This design comes from an exercise in tuning for small area on the open sky130 flow, not from production work.
The RTL of this run was laid out without a check of its function.

==> flow/design.v <==
`timescale 1ns/10ps
module rgb2ycrcb(clk, rst, r, g, b, y, cr, cb);
	input        clk;
	input        rst;
	input  [9:0] r, g, b;
	output reg [9:0] y, cr, cb;
	reg [31:0] pa;
	reg [36:0] pb;
	reg rst1, rst2;
	wire kill = rst | rst1 | rst2;
	wire x1;
	gxn ux1 (.a(r[0]), .b(g[0]), .y(x1));
	wire c2;
	assign c2 = (r[0] | ~g[0]);
	wire i3;
	assign i3 = ~g[1];
	wire s4;
	wire c5;
	fa us4 (.a(r[1]), .b(i3), .c(c2), .s(s4), .co(c5));
	wire i6;
	assign i6 = ~g[2];
	wire s7;
	wire c8;
	fa us7 (.a(r[2]), .b(i6), .c(c5), .s(s7), .co(c8));
	wire i9;
	assign i9 = ~g[3];
	wire s10;
	wire c11;
	fa us10 (.a(r[3]), .b(i9), .c(c8), .s(s10), .co(c11));
	wire i12;
	assign i12 = ~g[4];
	wire s13;
	wire c14;
	fa us13 (.a(r[4]), .b(i12), .c(c11), .s(s13), .co(c14));
	wire i15;
	assign i15 = ~g[5];
	wire s16;
	wire c17;
	fa us16 (.a(r[5]), .b(i15), .c(c14), .s(s16), .co(c17));
	wire i18;
	assign i18 = ~g[6];
	wire s19;
	wire c20;
	fa us19 (.a(r[6]), .b(i18), .c(c17), .s(s19), .co(c20));
	wire i21;
	assign i21 = ~g[7];
	wire s22;
	wire c23;
	fa us22 (.a(r[7]), .b(i21), .c(c20), .s(s22), .co(c23));
	wire i24;
	assign i24 = ~g[8];
	wire s25;
	wire c26;
	fa us25 (.a(r[8]), .b(i24), .c(c23), .s(s25), .co(c26));
	wire i27;
	assign i27 = ~g[9];
	wire s28;
	wire c29;
	fa us28 (.a(r[9]), .b(i27), .c(c26), .s(s28), .co(c29));
	wire x30;
	gxn ux30 (.a(b[0]), .b(g[0]), .y(x30));
	wire c31;
	assign c31 = (b[0] | ~g[0]);
	wire s32;
	wire c33;
	fa us32 (.a(b[1]), .b(i3), .c(c31), .s(s32), .co(c33));
	wire s34;
	wire c35;
	fa us34 (.a(b[2]), .b(i6), .c(c33), .s(s34), .co(c35));
	wire s36;
	wire c37;
	fa us36 (.a(b[3]), .b(i9), .c(c35), .s(s36), .co(c37));
	wire s38;
	wire c39;
	fa us38 (.a(b[4]), .b(i12), .c(c37), .s(s38), .co(c39));
	wire s40;
	wire c41;
	fa us40 (.a(b[5]), .b(i15), .c(c39), .s(s40), .co(c41));
	wire s42;
	wire c43;
	fa us42 (.a(b[6]), .b(i18), .c(c41), .s(s42), .co(c43));
	wire s44;
	wire c45;
	fa us44 (.a(b[7]), .b(i21), .c(c43), .s(s44), .co(c45));
	wire s46;
	wire c47;
	fa us46 (.a(b[8]), .b(i24), .c(c45), .s(s46), .co(c47));
	wire s48;
	wire c49;
	fa us48 (.a(b[9]), .b(i27), .c(c47), .s(s48), .co(c49));
	wire x50;
	gxn ux50 (.a(pa[11]), .b(pa[10]), .y(x50));
	wire c51;
	assign c51 = (pa[11] & ~pa[10]);
	wire s52;
	wire c53;
	fa us52 (.a(pa[12]), .b(pa[11]), .c(c51), .s(s52), .co(c53));
	wire s54;
	wire c55;
	fa us54 (.a(pa[13]), .b(pa[12]), .c(c53), .s(s54), .co(c55));
	wire s56;
	wire c57;
	fa us56 (.a(pa[14]), .b(pa[13]), .c(c55), .s(s56), .co(c57));
	wire s58;
	wire c59;
	fa us58 (.a(pa[15]), .b(pa[14]), .c(c57), .s(s58), .co(c59));
	wire s60;
	wire c61;
	fa us60 (.a(pa[16]), .b(pa[15]), .c(c59), .s(s60), .co(c61));
	wire s62;
	wire c63;
	fa us62 (.a(pa[17]), .b(pa[16]), .c(c61), .s(s62), .co(c63));
	wire s64;
	wire c65;
	fa us64 (.a(pa[18]), .b(pa[17]), .c(c63), .s(s64), .co(c65));
	wire s66;
	wire c67;
	fa us66 (.a(pa[19]), .b(pa[18]), .c(c65), .s(s66), .co(c67));
	wire s68;
	wire c69;
	fa us68 (.a(pb[0]), .b(pb[1]), .c(pb[2]), .s(s68), .co(c69));
	wire x70;
	gx2 ux70 (.a(pb[0]), .b(c69), .y(x70));
	wire c71;
	assign c71 = ~(pb[0] & c69);
	wire c72;
	assign c72 = (pa[1] & pa[10]) | (pa[1] & pa[0]) | (pa[10] & pa[0]);
	wire x73;
	gx2 ux73 (.a(pa[11]), .b(pa[21]), .y(x73));
	wire c74;
	assign c74 = (pa[11] | pa[21]);
	wire c75;
	assign c75 = (pa[2] & x73) | (pa[2] & c72) | (x73 & c72);
	wire x76;
	gx2 ux76 (.a(pa[3]), .b(pa[22]), .y(x76));
	wire c77;
	assign c77 = (~pa[3] | ~pa[22]);
	wire s78;
	wire c79;
	fa us78 (.a(pa[12]), .b(pa[21]), .c(c74), .s(s78), .co(c79));
	wire i80;
	assign i80 = ~s78;
	wire c81;
	assign c81 = (x76 & c75) | (x76 & i80) | (c75 & i80);
	wire s82;
	wire c83;
	fa us82 (.a(pa[4]), .b(pa[10]), .c(pa[22]), .s(s82), .co(c83));
	wire i84;
	assign i84 = ~pa[23];
	wire s85;
	wire c86;
	fa us85 (.a(pa[13]), .b(i84), .c(c77), .s(s85), .co(c86));
	wire i87;
	assign i87 = ~s82;
	wire s88;
	wire c89;
	fa us88 (.a(i87), .b(c79), .c(s85), .s(s88), .co(c89));
	wire c90;
	assign c90 = (~c81 & s88);
	wire s91;
	wire c92;
	fa us91 (.a(pa[5]), .b(pa[23]), .c(pa[24]), .s(s91), .co(c92));
	wire s93;
	wire c94;
	fa us93 (.a(pa[14]), .b(x50), .c(c86), .s(s93), .co(c94));
	wire s95;
	wire c96;
	fa us95 (.a(c89), .b(s93), .c(c90), .s(s95), .co(c96));
	wire i97;
	assign i97 = ~s95;
	wire c98;
	assign c98 = (c83 & s91) | (c83 & i97) | (s91 & i97);
	wire s99;
	wire c100;
	fa us99 (.a(pa[6]), .b(pa[24]), .c(pa[25]), .s(s99), .co(c100));
	wire i101;
	assign i101 = ~pa[15];
	wire s102;
	wire c103;
	fa us102 (.a(i101), .b(c92), .c(s99), .s(s102), .co(c103));
	wire i104;
	assign i104 = ~s102;
	wire s105;
	wire c106;
	fa us105 (.a(s52), .b(c94), .c(i104), .s(s105), .co(c106));
	wire i107;
	assign i107 = ~c98;
	wire c108;
	assign c108 = (s105 & c96) | (s105 & i107) | (c96 & i107);
	wire s109;
	wire c110;
	fa us109 (.a(pa[7]), .b(pa[21]), .c(pa[25]), .s(s109), .co(c110));
	wire s111;
	wire c112;
	fa us111 (.a(pa[26]), .b(c100), .c(s109), .s(s111), .co(c112));
	wire i113;
	assign i113 = ~pa[16];
	wire s114;
	wire c115;
	fa us114 (.a(i113), .b(c103), .c(s111), .s(s114), .co(c115));
	wire i116;
	assign i116 = ~s114;
	wire s117;
	wire c118;
	fa us117 (.a(s54), .b(c106), .c(i116), .s(s117), .co(c118));
	wire c119;
	assign c119 = ~(s117 & c108);
	wire s120;
	wire c121;
	fa us120 (.a(pa[8]), .b(pa[10]), .c(pa[26]), .s(s120), .co(c121));
	wire i122;
	assign i122 = ~pa[27];
	wire s123;
	wire c124;
	fa us123 (.a(pa[17]), .b(pa[22]), .c(i122), .s(s123), .co(c124));
	wire s125;
	wire c126;
	fa us125 (.a(c110), .b(s120), .c(c112), .s(s125), .co(c126));
	wire i127;
	assign i127 = ~s123;
	wire s128;
	wire c129;
	fa us128 (.a(i127), .b(c115), .c(s125), .s(s128), .co(c129));
	wire i130;
	assign i130 = ~s128;
	wire s131;
	wire c132;
	fa us131 (.a(s56), .b(i130), .c(c118), .s(s131), .co(c132));
	wire c133;
	assign c133 = (s131 & ~c119);
	wire s134;
	wire c135;
	fa us134 (.a(pa[11]), .b(pa[18]), .c(pa[23]), .s(s134), .co(c135));
	wire s136;
	wire c137;
	fa us136 (.a(pa[9]), .b(pa[27]), .c(pa[28]), .s(s136), .co(c137));
	wire i138;
	assign i138 = ~c121;
	wire s139;
	wire c140;
	fa us139 (.a(i138), .b(c124), .c(s134), .s(s139), .co(c140));
	wire i141;
	assign i141 = ~s139;
	wire s142;
	wire c143;
	fa us142 (.a(s136), .b(i141), .c(c126), .s(s142), .co(c143));
	wire i144;
	assign i144 = ~s58;
	wire s145;
	wire c146;
	fa us145 (.a(c129), .b(s142), .c(i144), .s(s145), .co(c146));
	wire i147;
	assign i147 = ~s145;
	wire c148;
	assign c148 = (c132 & i147) | (c132 & c133) | (i147 & c133);
	wire x149;
	gx2 ux149 (.a(pa[0]), .b(pa[12]), .y(x149));
	wire c150;
	assign c150 = ~(pa[0] | pa[12]);
	wire s151;
	wire c152;
	fa us151 (.a(pa[28]), .b(pa[29]), .c(x149), .s(s151), .co(c152));
	wire s153;
	wire c154;
	fa us153 (.a(pa[19]), .b(pa[24]), .c(c135), .s(s153), .co(c154));
	wire i155;
	assign i155 = ~c137;
	wire s156;
	wire c157;
	fa us156 (.a(i155), .b(s153), .c(c140), .s(s156), .co(c157));
	wire i158;
	assign i158 = ~s156;
	wire s159;
	wire c160;
	fa us159 (.a(s151), .b(i158), .c(c143), .s(s159), .co(c160));
	wire i161;
	assign i161 = ~s60;
	wire s162;
	wire c163;
	fa us162 (.a(s159), .b(i161), .c(c146), .s(s162), .co(c163));
	wire x164;
	gx2 ux164 (.a(s162), .b(c148), .y(x164));
	wire c165;
	assign c165 = ~(~s162 & c148);
	wire s166;
	wire c167;
	fa us166 (.a(pa[1]), .b(pa[13]), .c(pa[20]), .s(s166), .co(c167));
	wire s168;
	wire c169;
	fa us168 (.a(pa[29]), .b(pa[30]), .c(c150), .s(s168), .co(c169));
	wire s170;
	wire c171;
	fa us170 (.a(pa[25]), .b(s166), .c(c154), .s(s170), .co(c171));
	wire i172;
	assign i172 = ~s168;
	wire s173;
	wire c174;
	fa us173 (.a(i172), .b(s170), .c(c157), .s(s173), .co(c174));
	wire i175;
	assign i175 = ~s173;
	wire s176;
	wire c177;
	fa us176 (.a(c152), .b(i175), .c(c160), .s(s176), .co(c177));
	wire i178;
	assign i178 = ~s62;
	wire s179;
	wire c180;
	fa us179 (.a(s176), .b(i178), .c(c163), .s(s179), .co(c180));
	wire x181;
	gxn ux181 (.a(s179), .b(c165), .y(x181));
	wire c182;
	assign c182 = (~s179 & ~c165);
	wire s183;
	wire c184;
	fa us183 (.a(pa[2]), .b(pa[14]), .c(pa[26]), .s(s183), .co(c184));
	wire s185;
	wire c186;
	fa us185 (.a(pa[30]), .b(pa[31]), .c(c169), .s(s185), .co(c186));
	wire s187;
	wire c188;
	fa us187 (.a(c167), .b(s183), .c(c171), .s(s187), .co(c188));
	wire i189;
	assign i189 = ~s185;
	wire s190;
	wire c191;
	fa us190 (.a(i189), .b(s187), .c(c174), .s(s190), .co(c191));
	wire s192;
	wire c193;
	fa us192 (.a(s190), .b(s64), .c(c182), .s(s192), .co(c193));
	wire i194;
	assign i194 = ~s192;
	wire s195;
	wire c196;
	fa us195 (.a(c177), .b(c180), .c(i194), .s(s195), .co(c196));
	wire i197;
	assign i197 = ~c186;
	wire s198;
	wire c199;
	fa us198 (.a(pa[3]), .b(c184), .c(i197), .s(s198), .co(c199));
	wire s200;
	wire c201;
	fa us200 (.a(s198), .b(c188), .c(c191), .s(s200), .co(c201));
	wire i202;
	assign i202 = ~c196;
	wire s203;
	wire c204;
	fa us203 (.a(s200), .b(c193), .c(i202), .s(s203), .co(c204));
	wire s205;
	wire c206;
	fa us205 (.a(pa[4]), .b(c199), .c(c201), .s(s205), .co(c206));
	wire s207;
	wire c208;
	fa us207 (.a(pb[3]), .b(pb[4]), .c(pb[5]), .s(s207), .co(c208));
	wire i209;
	assign i209 = ~pb[6];
	wire s210;
	wire c211;
	fa us210 (.a(i209), .b(pb[7]), .c(s207), .s(s210), .co(c211));
	wire s212;
	wire c213;
	fa us212 (.a(pb[8]), .b(pb[9]), .c(pb[10]), .s(s212), .co(c213));
	wire s214;
	wire c215;
	fa us214 (.a(pb[11]), .b(c208), .c(s68), .s(s214), .co(c215));
	wire s216;
	wire c217;
	fa us216 (.a(s212), .b(c211), .c(s214), .s(s216), .co(c217));
	wire s218;
	wire c219;
	fa us218 (.a(pb[12]), .b(pb[13]), .c(pb[14]), .s(s218), .co(c219));
	wire s220;
	wire c221;
	fa us220 (.a(pb[15]), .b(c213), .c(s218), .s(s220), .co(c221));
	wire s222;
	wire c223;
	fa us222 (.a(x70), .b(c215), .c(s220), .s(s222), .co(c223));
	wire x224;
	gxn ux224 (.a(c217), .b(s222), .y(x224));
	wire c225;
	assign c225 = ~(c217 & s222);
	wire x226;
	gx2 ux226 (.a(pb[16]), .b(pb[17]), .y(x226));
	wire c227;
	assign c227 = (pb[16] | pb[17]);
	wire s228;
	wire c229;
	fa us228 (.a(pb[18]), .b(c219), .c(c221), .s(s228), .co(c229));
	wire s230;
	wire c231;
	fa us230 (.a(x226), .b(c71), .c(c225), .s(s230), .co(c231));
	wire i232;
	assign i232 = ~s230;
	wire s233;
	wire c234;
	fa us233 (.a(c223), .b(s228), .c(i232), .s(s233), .co(c234));
	wire s235;
	wire c236;
	fa us235 (.a(pb[19]), .b(pb[1]), .c(pb[6]), .s(s235), .co(c236));
	wire s237;
	wire c238;
	fa us237 (.a(c227), .b(s235), .c(c229), .s(s237), .co(c238));
	wire i239;
	assign i239 = ~c231;
	wire s240;
	wire c241;
	fa us240 (.a(s237), .b(i239), .c(c234), .s(s240), .co(c241));
	wire s242;
	wire c243;
	fa us242 (.a(pb[20]), .b(pb[0]), .c(c236), .s(s242), .co(c243));
	wire s244;
	wire c245;
	fa us244 (.a(s242), .b(c238), .c(c241), .s(s244), .co(c245));
	wire x246;
	gx2 ux246 (.a(pb[21]), .b(c243), .y(x246));
	wire x247;
	gx2 ux247 (.a(x246), .b(c245), .y(x247));
	wire c248;
	assign c248 = ~(pa[21] | pa[23]);
	wire i249;
	assign i249 = ~pa[24];
	wire c250;
	assign c250 = (pa[22] & i249) | (pa[22] & c248) | (i249 & c248);
	wire x251;
	gx2 ux251 (.a(pa[21]), .b(pa[25]), .y(x251));
	wire c252;
	assign c252 = ~(pa[21] | pa[25]);
	wire c253;
	assign c253 = (pa[23] & x251) | (pa[23] & c250) | (x251 & c250);
	wire s254;
	wire c255;
	fa us254 (.a(pa[22]), .b(pa[24]), .c(c252), .s(s254), .co(c255));
	wire i256;
	assign i256 = ~pa[26];
	wire c257;
	assign c257 = (i256 & s254) | (i256 & c253) | (s254 & c253);
	wire x258;
	gx2 ux258 (.a(pa[21]), .b(pa[27]), .y(x258));
	wire c259;
	assign c259 = ~(pa[21] | pa[27]);
	wire s260;
	wire c261;
	fa us260 (.a(pa[23]), .b(pa[25]), .c(x258), .s(s260), .co(c261));
	wire c262;
	assign c262 = (c255 & s260) | (c255 & c257) | (s260 & c257);
	wire s263;
	wire c264;
	fa us263 (.a(pa[22]), .b(pa[24]), .c(pa[26]), .s(s263), .co(c264));
	wire s265;
	wire c266;
	fa us265 (.a(c259), .b(s263), .c(c261), .s(s265), .co(c266));
	wire i267;
	assign i267 = ~pa[28];
	wire c268;
	assign c268 = (i267 & s265) | (i267 & c262) | (s265 & c262);
	wire s269;
	wire c270;
	fa us269 (.a(pa[23]), .b(pa[25]), .c(pa[27]), .s(s269), .co(c270));
	wire i271;
	assign i271 = ~pa[29];
	wire s272;
	wire c273;
	fa us272 (.a(i271), .b(c264), .c(s269), .s(s272), .co(c273));
	wire c274;
	assign c274 = (s272 & c266) | (s272 & c268) | (c266 & c268);
	wire s275;
	wire c276;
	fa us275 (.a(pa[10]), .b(pa[24]), .c(pa[26]), .s(s275), .co(c276));
	wire s277;
	wire c278;
	fa us277 (.a(pa[28]), .b(c270), .c(s275), .s(s277), .co(c278));
	wire i279;
	assign i279 = ~pa[30];
	wire s280;
	wire c281;
	fa us280 (.a(i279), .b(c273), .c(s277), .s(s280), .co(c281));
	wire c282;
	assign c282 = ~(~s280 & ~c274);
	wire i283;
	assign i283 = ~pa[11];
	wire s284;
	wire c285;
	fa us284 (.a(i283), .b(c276), .c(c278), .s(s284), .co(c285));
	wire s286;
	wire c287;
	fa us286 (.a(c281), .b(s284), .c(c282), .s(s286), .co(c287));
	wire i288;
	assign i288 = ~pa[12];
	wire s289;
	wire c290;
	fa us289 (.a(i288), .b(c285), .c(c287), .s(s289), .co(c290));
	wire x291;
	gx2 ux291 (.a(pb[25]), .b(pb[5]), .y(x291));
	wire c292;
	assign c292 = ~(~pb[25] | ~pb[5]);
	wire s293;
	wire c294;
	fa us293 (.a(pb[14]), .b(pb[26]), .c(x291), .s(s293), .co(c294));
	wire x295;
	gx2 ux295 (.a(pb[6]), .b(s293), .y(x295));
	wire c296;
	assign c296 = ~(pb[6] & ~s293);
	wire x297;
	gx2 ux297 (.a(pb[27]), .b(pb[9]), .y(x297));
	wire c298;
	assign c298 = (~pb[27] | ~pb[9]);
	wire s299;
	wire c300;
	fa us299 (.a(pb[18]), .b(pb[28]), .c(x297), .s(s299), .co(c300));
	wire s301;
	wire c302;
	fa us301 (.a(c292), .b(c294), .c(s299), .s(s301), .co(c302));
	wire x303;
	gxn ux303 (.a(c296), .b(s301), .y(x303));
	wire c304;
	assign c304 = (~c296 & ~s301);
	wire s305;
	wire c306;
	fa us305 (.a(pb[5]), .b(pb[14]), .c(pb[6]), .s(s305), .co(c306));
	wire s307;
	wire c308;
	fa us307 (.a(pb[30]), .b(s305), .c(c300), .s(s307), .co(c308));
	wire s309;
	wire c310;
	fa us309 (.a(pb[29]), .b(c298), .c(c304), .s(s309), .co(c310));
	wire i311;
	assign i311 = ~s309;
	wire s312;
	wire c313;
	fa us312 (.a(s307), .b(c302), .c(i311), .s(s312), .co(c313));
	wire x314;
	gx2 ux314 (.a(pb[9]), .b(pb[18]), .y(x314));
	wire c315;
	assign c315 = (~pb[9] | ~pb[18]);
	wire s316;
	wire c317;
	fa us316 (.a(x314), .b(c306), .c(c308), .s(s316), .co(c317));
	wire i318;
	assign i318 = ~s316;
	wire s319;
	wire c320;
	fa us319 (.a(pb[31]), .b(i318), .c(c310), .s(s319), .co(c320));
	wire x321;
	gx2 ux321 (.a(s319), .b(c313), .y(x321));
	wire c322;
	assign c322 = (s319 & ~c313);
	wire i323;
	assign i323 = ~pb[3];
	wire s324;
	wire c325;
	fa us324 (.a(i323), .b(pb[14]), .c(pb[6]), .s(s324), .co(c325));
	wire s326;
	wire c327;
	fa us326 (.a(c315), .b(c320), .c(c322), .s(s326), .co(c327));
	wire i328;
	assign i328 = ~s326;
	wire s329;
	wire c330;
	fa us329 (.a(s324), .b(c317), .c(i328), .s(s329), .co(c330));
	wire x331;
	gxn ux331 (.a(pb[18]), .b(c325), .y(x331));
	wire c332;
	assign c332 = (~pb[18] | ~c325);
	wire s333;
	wire c334;
	fa us333 (.a(pb[8]), .b(x331), .c(c327), .s(s333), .co(c334));
	wire x335;
	gx2 ux335 (.a(s333), .b(c330), .y(x335));
	wire c336;
	assign c336 = (s333 & ~c330);
	wire s337;
	wire c338;
	fa us337 (.a(pb[13]), .b(i209), .c(c332), .s(s337), .co(c338));
	wire s339;
	wire c340;
	fa us339 (.a(s337), .b(c334), .c(c336), .s(s339), .co(c340));
	wire x341;
	gxn ux341 (.a(pb[17]), .b(c338), .y(x341));
	wire c342;
	assign c342 = ~(pb[17] | c338);
	wire x343;
	gxn ux343 (.a(x341), .b(c340), .y(x343));
	wire c344;
	assign c344 = ~(x341 & c340);
	wire x345;
	gxn ux345 (.a(pb[1]), .b(c342), .y(x345));
	wire c346;
	assign c346 = (pb[1] | ~c342);
	wire x347;
	gxn ux347 (.a(x345), .b(c344), .y(x347));
	wire c348;
	assign c348 = (~x345 & ~c344);
	wire x349;
	gx2 ux349 (.a(pb[0]), .b(c346), .y(x349));
	wire x350;
	gx2 ux350 (.a(x349), .b(c348), .y(x350));
	wire c351;
	assign c351 = (~pa[10] & ~s56);
	wire c352;
	assign c352 = (x50 & c351) | (x50 & i144) | (c351 & i144);
	wire c353;
	assign c353 = (s52 & c352) | (s52 & i161) | (c352 & i161);
	wire i354;
	assign i354 = ~pa[10];
	wire s355;
	wire c356;
	fa us355 (.a(i354), .b(s54), .c(c353), .s(s355), .co(c356));
	wire c357;
	assign c357 = (~s62 & s355);
	wire s358;
	wire c359;
	fa us358 (.a(pa[11]), .b(s56), .c(c356), .s(s358), .co(c359));
	wire i360;
	assign i360 = ~s64;
	wire c361;
	assign c361 = (i360 & c357) | (i360 & s358) | (c357 & s358);
	wire x362;
	gxn ux362 (.a(pa[21]), .b(pa[12]), .y(x362));
	wire c363;
	assign c363 = ~(pa[21] | pa[12]);
	wire s364;
	wire c365;
	fa us364 (.a(x362), .b(s58), .c(c359), .s(s364), .co(c365));
	wire i366;
	assign i366 = ~s66;
	wire c367;
	assign c367 = (i366 & c361) | (i366 & s364) | (c361 & s364);
	wire s368;
	wire c369;
	fa us368 (.a(pa[22]), .b(c363), .c(i161), .s(s368), .co(c369));
	wire i370;
	assign i370 = ~s368;
	wire s371;
	wire c372;
	fa us371 (.a(i370), .b(c365), .c(c367), .s(s371), .co(c372));
	wire s373;
	wire c374;
	fa us373 (.a(pa[23]), .b(i178), .c(c369), .s(s373), .co(c374));
	wire s375;
	wire c376;
	fa us375 (.a(pa[24]), .b(i360), .c(c374), .s(s375), .co(c376));
	wire x377;
	gx2 ux377 (.a(pb[29]), .b(pb[32]), .y(x377));
	wire c378;
	assign c378 = ~(pb[29] | pb[32]);
	wire x379;
	gx2 ux379 (.a(x377), .b(s68), .y(x379));
	wire c380;
	assign c380 = ~(~x377 & ~s68);
	wire x381;
	gx2 ux381 (.a(pb[31]), .b(pb[33]), .y(x381));
	wire c382;
	assign c382 = ~(pb[31] | pb[33]);
	wire s383;
	wire c384;
	fa us383 (.a(pb[34]), .b(c378), .c(x381), .s(s383), .co(c384));
	wire s385;
	wire c386;
	fa us385 (.a(c380), .b(x70), .c(s383), .s(s385), .co(c386));
	wire s387;
	wire c388;
	fa us387 (.a(pb[35]), .b(c382), .c(c384), .s(s387), .co(c388));
	wire s389;
	wire c390;
	fa us389 (.a(i323), .b(s387), .c(c386), .s(s389), .co(c390));
	wire x391;
	gxn ux391 (.a(c71), .b(s389), .y(x391));
	wire c392;
	assign c392 = ~(c71 & ~s389);
	wire x393;
	gxn ux393 (.a(pb[25]), .b(pb[36]), .y(x393));
	wire c394;
	assign c394 = (~pb[25] | ~pb[36]);
	wire s395;
	wire c396;
	fa us395 (.a(pb[8]), .b(pb[4]), .c(x393), .s(s395), .co(c396));
	wire i397;
	assign i397 = ~s395;
	wire s398;
	wire c399;
	fa us398 (.a(i397), .b(c388), .c(c390), .s(s398), .co(c399));
	wire x400;
	gx2 ux400 (.a(c392), .b(s398), .y(x400));
	wire c401;
	assign c401 = (~c392 & ~s398);
	wire s402;
	wire c403;
	fa us402 (.a(pb[13]), .b(c394), .c(s68), .s(s402), .co(c403));
	wire i404;
	assign i404 = ~pb[27];
	wire s405;
	wire c406;
	fa us405 (.a(i404), .b(c396), .c(s402), .s(s405), .co(c406));
	wire i407;
	assign i407 = ~c399;
	wire s408;
	wire c409;
	fa us408 (.a(s405), .b(i407), .c(c401), .s(s408), .co(c409));
	wire s410;
	wire c411;
	fa us410 (.a(pb[17]), .b(x70), .c(c403), .s(s410), .co(c411));
	wire i412;
	assign i412 = ~pb[5];
	wire s413;
	wire c414;
	fa us413 (.a(i412), .b(c406), .c(s410), .s(s413), .co(c414));
	wire s415;
	wire c416;
	ha us415 (.a(s413), .b(c409), .s(s415), .co(c416));
	wire x417;
	gxn ux417 (.a(pb[9]), .b(c71), .y(x417));
	wire c418;
	assign c418 = (~pb[9] | ~c71);
	wire s419;
	wire c420;
	fa us419 (.a(pb[1]), .b(c411), .c(c414), .s(s419), .co(c420));
	wire s421;
	wire c422;
	fa us421 (.a(x417), .b(s419), .c(c416), .s(s421), .co(c422));
	wire i423;
	assign i423 = ~pb[14];
	wire s424;
	wire c425;
	fa us424 (.a(i423), .b(pb[0]), .c(c418), .s(s424), .co(c425));
	wire s426;
	wire c427;
	fa us426 (.a(s424), .b(c420), .c(c422), .s(s426), .co(c427));
	wire x428;
	gx2 ux428 (.a(pb[18]), .b(c425), .y(x428));
	wire c429;
	assign c429 = (~pb[18] | c425);
	wire s430;
	wire c431;
	ha us430 (.a(x428), .b(c427), .s(s430), .co(c431));
	wire x432;
	gx2 ux432 (.a(pb[6]), .b(c429), .y(x432));
	wire x433;
	gxn ux433 (.a(x432), .b(c431), .y(x433));
	wire [9:0] yn = {~x247, s244, s240, s233, ~x224, s216, s210, ~pb[24], ~pb[23], ~pb[22]};
	wire [9:0] crn = {x350, ~x347, ~x343, s339, ~x335, ~s329, ~x321, ~s312, ~x303, ~x295};
	wire [9:0] cbn = {~x433, ~s430, ~s426, ~s421, ~s415, ~s408, ~x400, ~x391, s385, ~x379};
	always @(posedge clk) begin
		rst1 <= rst;
		rst2 <= rst1;
		pa <= {c49, s48, s46, s44, s42, s40, s38, s36, s34, s32, x30, c29, s28, s25, s22, s19, s16, s13, s10, s7, s4, x1, g[9], g[8], g[7], g[6], g[5], g[4], g[3], g[2], g[1], g[0]};
		pb <= {c376, s375, s373, c372, s371, pa[14], c290, pa[13], s289, pa[26], s286, pa[25], s195, x181, x164, pa[9], pa[8], pa[7], pa[30], pa[18], pa[6], c206, pa[29], pa[17], pa[5], s205, c204, pa[28], pa[16], s203, pa[31], pa[27], s66, pa[15], c67, pa[19], pa[20]};
		y  <= yn & {10{~kill}};
		cr <= {1'b0, crn[8:0] & {9{~(kill | crn[9])}}};
		cb <= {1'b0, cbn[8:0] & {9{~(kill | cbn[9])}}};
	end
endmodule
module fa(a, b, c, s, co);
	input a, b, c;
	output s, co;
	assign s = a ^ b ^ c;
	assign co = (a & b) | (a & c) | (b & c);
endmodule
module ha(a, b, s, co);
	input a, b;
	output s, co;
	assign s = a ^ b;
	assign co = a & b;
endmodule
module gx2(a, b, y);
	input a, b;
	output y;
	assign y = a ^ b;
endmodule
module gxn(a, b, y);
	input a, b;
	output y;
	assign y = ~(a ^ b);
endmodule
==> flow/flow/run.sh <==
#!/bin/bash
# Standard ORFS layout with two changes: small port buffers, and a clock tree of small
# buffers without dummy loads.
set -euo pipefail
bash standard.sh \
  "BUFFER_PORTS_ARGS=-buffer_cell sky130_fd_sc_hd__buf_1" \
  "CTS_ARGS=-sink_clustering_enable -repair_clock_nets -buf_list sky130_fd_sc_hd__clkbuf_8 -dont_use_dummy_load" \
  finish > make_finish.log 2>&1
==> flow/standard.sh <==
#!/bin/bash
# synth_recipe.tcl (not shown) runs the flow's synth.tcl, then flattens the netlist and writes it again
# the make line also repeats each setting of config.mk as NAME=value (left out here)
make -C /OpenROAD-flow-scripts/flow DESIGN_CONFIG=/design/flow/config.mk WORK_HOME=/design/flow/orfs CLKGATE_MAP_FILE= SYNTH_SCRIPT=/design/flow/synth_recipe.tcl "${@:-finish}"
==> flow/config.mk <==
export PLATFORM = sky130hd
export DESIGN_NAME = rgb2ycrcb
export DESIGN_NICKNAME = rgb2ycrcb
export VERILOG_FILES = /design/flow/design.v
export SDC_FILE = /design/flow/constraint.sdc
export NUM_CORES = 4
export LEC_CHECK = 0
export CAP_MARGIN = 20
export CORE_MARGIN = 2
export CORE_UTILIZATION = 75
export GPL_TIMING_DRIVEN = 0
export SLEW_MARGIN = 20
export SYNTH_HIERARCHICAL = 1
export SYNTH_MINIMUM_KEEP_SIZE = 0
==> flow/constraint.sdc <==
create_clock -name core_clock -period 6.0 [get_ports {clk}]
set_input_delay 1.2000 -clock core_clock [delete_from_list [all_inputs] [get_ports {clk}]]
set_output_delay 1.2000 -clock core_clock [all_outputs]
set_load 0.01 [all_outputs]
==> metrics.csv <==
metric,value,unit
slew_headroom,58.5,%
syn_inst,439,
cts_sinks,99,
finalWirelength,10.8,mm
ys_warn_count,7,
hold-worst-slack,375,ps
dp_slack,400,ps
cts_tree,done,
cts_hold_buffers,0,
clk_pin_slew,80,ps
worstPathMaxFanout,11,
drive_gt1_share,3.94,%
rows,32,
dpl_cell_area,0.00623,mm^2
cap_violations,0,
grt_pass1_wl,18.1,mm
fin_crit,5590,ps
io_buffers,59,
status,"complete, no violations",
final_cell_mix,"fa_1, dfxtp_1, buf_1",
ioPinCount,62,
grt_pass1_vias,3854,
min_period_over_period,93.2,%
fp.dieW,92.5,um
hold_viol,0,
setup_violations,0,
vias,3259,
root_buffer,clkbuf_8,
htreeDepth,3,
worstHoldPathType,register to register,
cts_setup_buffers,0,
cts-buffers-inserted,9,
final_common_cell,fa_1,
r2r_slack,410,ps
synth-seq-area-share,33.7,%
antennaDiodeCount,0,
avgSynthCellArea,13.4,um^2
skew,39.0,ps
ant_nets,0,
fmaxAchievable,179,MHz
grt_max_degree,21,
firstDrtPassIters,4,
dieArea,0.00856,mm^2
clkLatencyLatePin,370,ps
yosys_register_bits,99,
end_kind,register,
grt_antenna_before_repair,0,
crit_type,register to register,
die_h,92.5,um
fin_area,0.00635,mm^2
crit_required,6220,ps
grt_remaining_overflow,0,
tightest_slew,622,ps
syn_area,0.00588,mm^2
tns,0,ps
wl_per_cell,17.7,um
grtUsageTotal,29.2,%
worstSetupStartpointType,register,
fill_cells,439,
drt-initial-drc-count,145,
start_util,76.9,%
core_area,0.00765,mm^2
rsz0062_at_grt,false,
synthToLayoutAreaGrowth,8.11,%
setup_ws,409,ps
nets,681,
cts_resized,0,
drcViolationCount,0,
post-dp-hpwl,9.41,mm
cp_data_arrival_time,5810,ps
synth_cell_types,33,
cts.path.max_buffers,2,
globalplace.congestion,0.880,
detail_route.vias_per_cell,5.34,
slew_violations,0,
per-module statistics from Yosys, one instance, submodules excluded:
module,cells,cell area (um^2),times used,flip-flops and latches
ha,1,12.5,2,0
gx2,1,8.76,24,0
gxn,1,8.76,16,0
rgb2ycrcb,260,2760,1,99
fa,1,20.0,137,0
critical path: stages (launching register included):
cell     delay, ps
dfxtp_1        690
fa_1           540
fa_1           400
fa_1           410
fa_1           420
fa_1           410
fa_1           470
fa_1           580
o21ba_1        160
fa_1           490
inv_1           50
fa_1           350
inv_1           80
fa_1           420
logic make-up after synthesis:
family	share of synthesized area [%]
xor+xnor	5.96
flops	33.7
other cells	0.0638
buf+inv	4.02
simple gates	5.90
compound gates	2.34
fa+ha+maj	48.0
metal layers:
metal  wire length (um)  track usage, %  vias to the layer above
met5                  0               0                        -
met4                361            11.2                        0
met3                523            5.29                       28
met2               6060            53.7                      120
met1               3850            34.1                     1667
li1                   -               -                     1444
cell type report:
cell class / instances / area (um^2) / area share, %
Inverter: 58 / 218 / 3.43
Multi-Input combinational cell: 280 / 3660 / 57.6
Tap cell: 102 / 128 / 2.01
Sequential cell: 99 / 1980 / 31.2
Clock buffer: 9 / 124 / 1.95
Timing Repair Buffer: 59 / 221 / 3.48
Buffer: 3 / 18.8 / 0.295
path summary, 6_finish.rpt:
kind	endpoint	from	cells past startpoint
setup / recovery	pb[7]	pa[21]	13
hold / removal	pb[12]	pa[5]	0
setup reg to reg	pb[7]	pa[21]	13
hold reg to reg	pb[12]	pa[5]	0
metrics by stage:
stage	util, %	std cells
final	83.1	610
after global routing	83.1	610
after CTS	83.1	610
after detailed placement	81.5	601
after global placement	81.5	601
after floorplan	-	440
state kept, by name, summed over array words and instances, names as in the netlist:
register	count
pa	32
rst2	1
cr	9
y	10
cb	9
pb	37
rst1	1
synth_stat cells:
cell,instances,share of area (%)
or2_2,3,0.32
nand3_1,1,0.085
a211o_2,1,0.17
o32a_1,1,0.17
xor2_1,24,3.6
ha_1,2,0.43
nor3_2,1,0.17
a31oi_1,1,0.11
nand2_1,12,0.77
conb_1,1,0.064
dfxtp_1,99,34
and3_1,1,0.11
o21ai_0,3,0.26
and2_1,6,0.64
buf_4,2,0.26
fa_1,137,47
clkbuf_1,1,0.064
a2111oi_2,1,0.26
o221ai_1,1,0.15
a211o_1,1,0.15
or3_1,2,0.21
o211ai_1,1,0.13
a21oi_1,6,0.51
maj3_2,3,0.57
inv_1,58,3.7
nor2b_1,3,0.32
a221oi_1,1,0.15
maj3_1,2,0.34
nor2_1,38,2.4
nand2b_1,8,0.85
xnor2_1,16,2.4
o21ba_1,1,0.17
a21o_1,1,0.13

## port drivers added, routing unchanged
The flow's constraints put no driver on any port. The routed layout listed below was extracted and timed again, unchanged, in two steps.
Step 1 (the two cells are an assumption about what drives the block):
set clk [get_ports {clk}]
set_driving_cell -lib_cell sky130_fd_sc_hd__clkbuf_16 $clk
set_driving_cell -lib_cell sky130_fd_sc_hd__buf_2 [delete_from_list [all_inputs] $clk]
Step 2 moves the port delays by t, midway between the first and last clock arrival at a register: inputs arrive t later, outputs are due t later. That takes back most of the time a late clock gives input paths.
a / b / c = ideal ports / drivers / drivers and shift; a / b = the first two.
t, ns: 0.382
slack for setup (ns): 0.409 / 0.409 / 0.409
clock arrival spread, ns: 0.039 / 0.039
pins driven straight from the clock port: 1
After both steps this run still meets setup and hold. For this run, drivers alone change the setup slack by 0.000 ns; drivers and shift together by 0.000 ns.
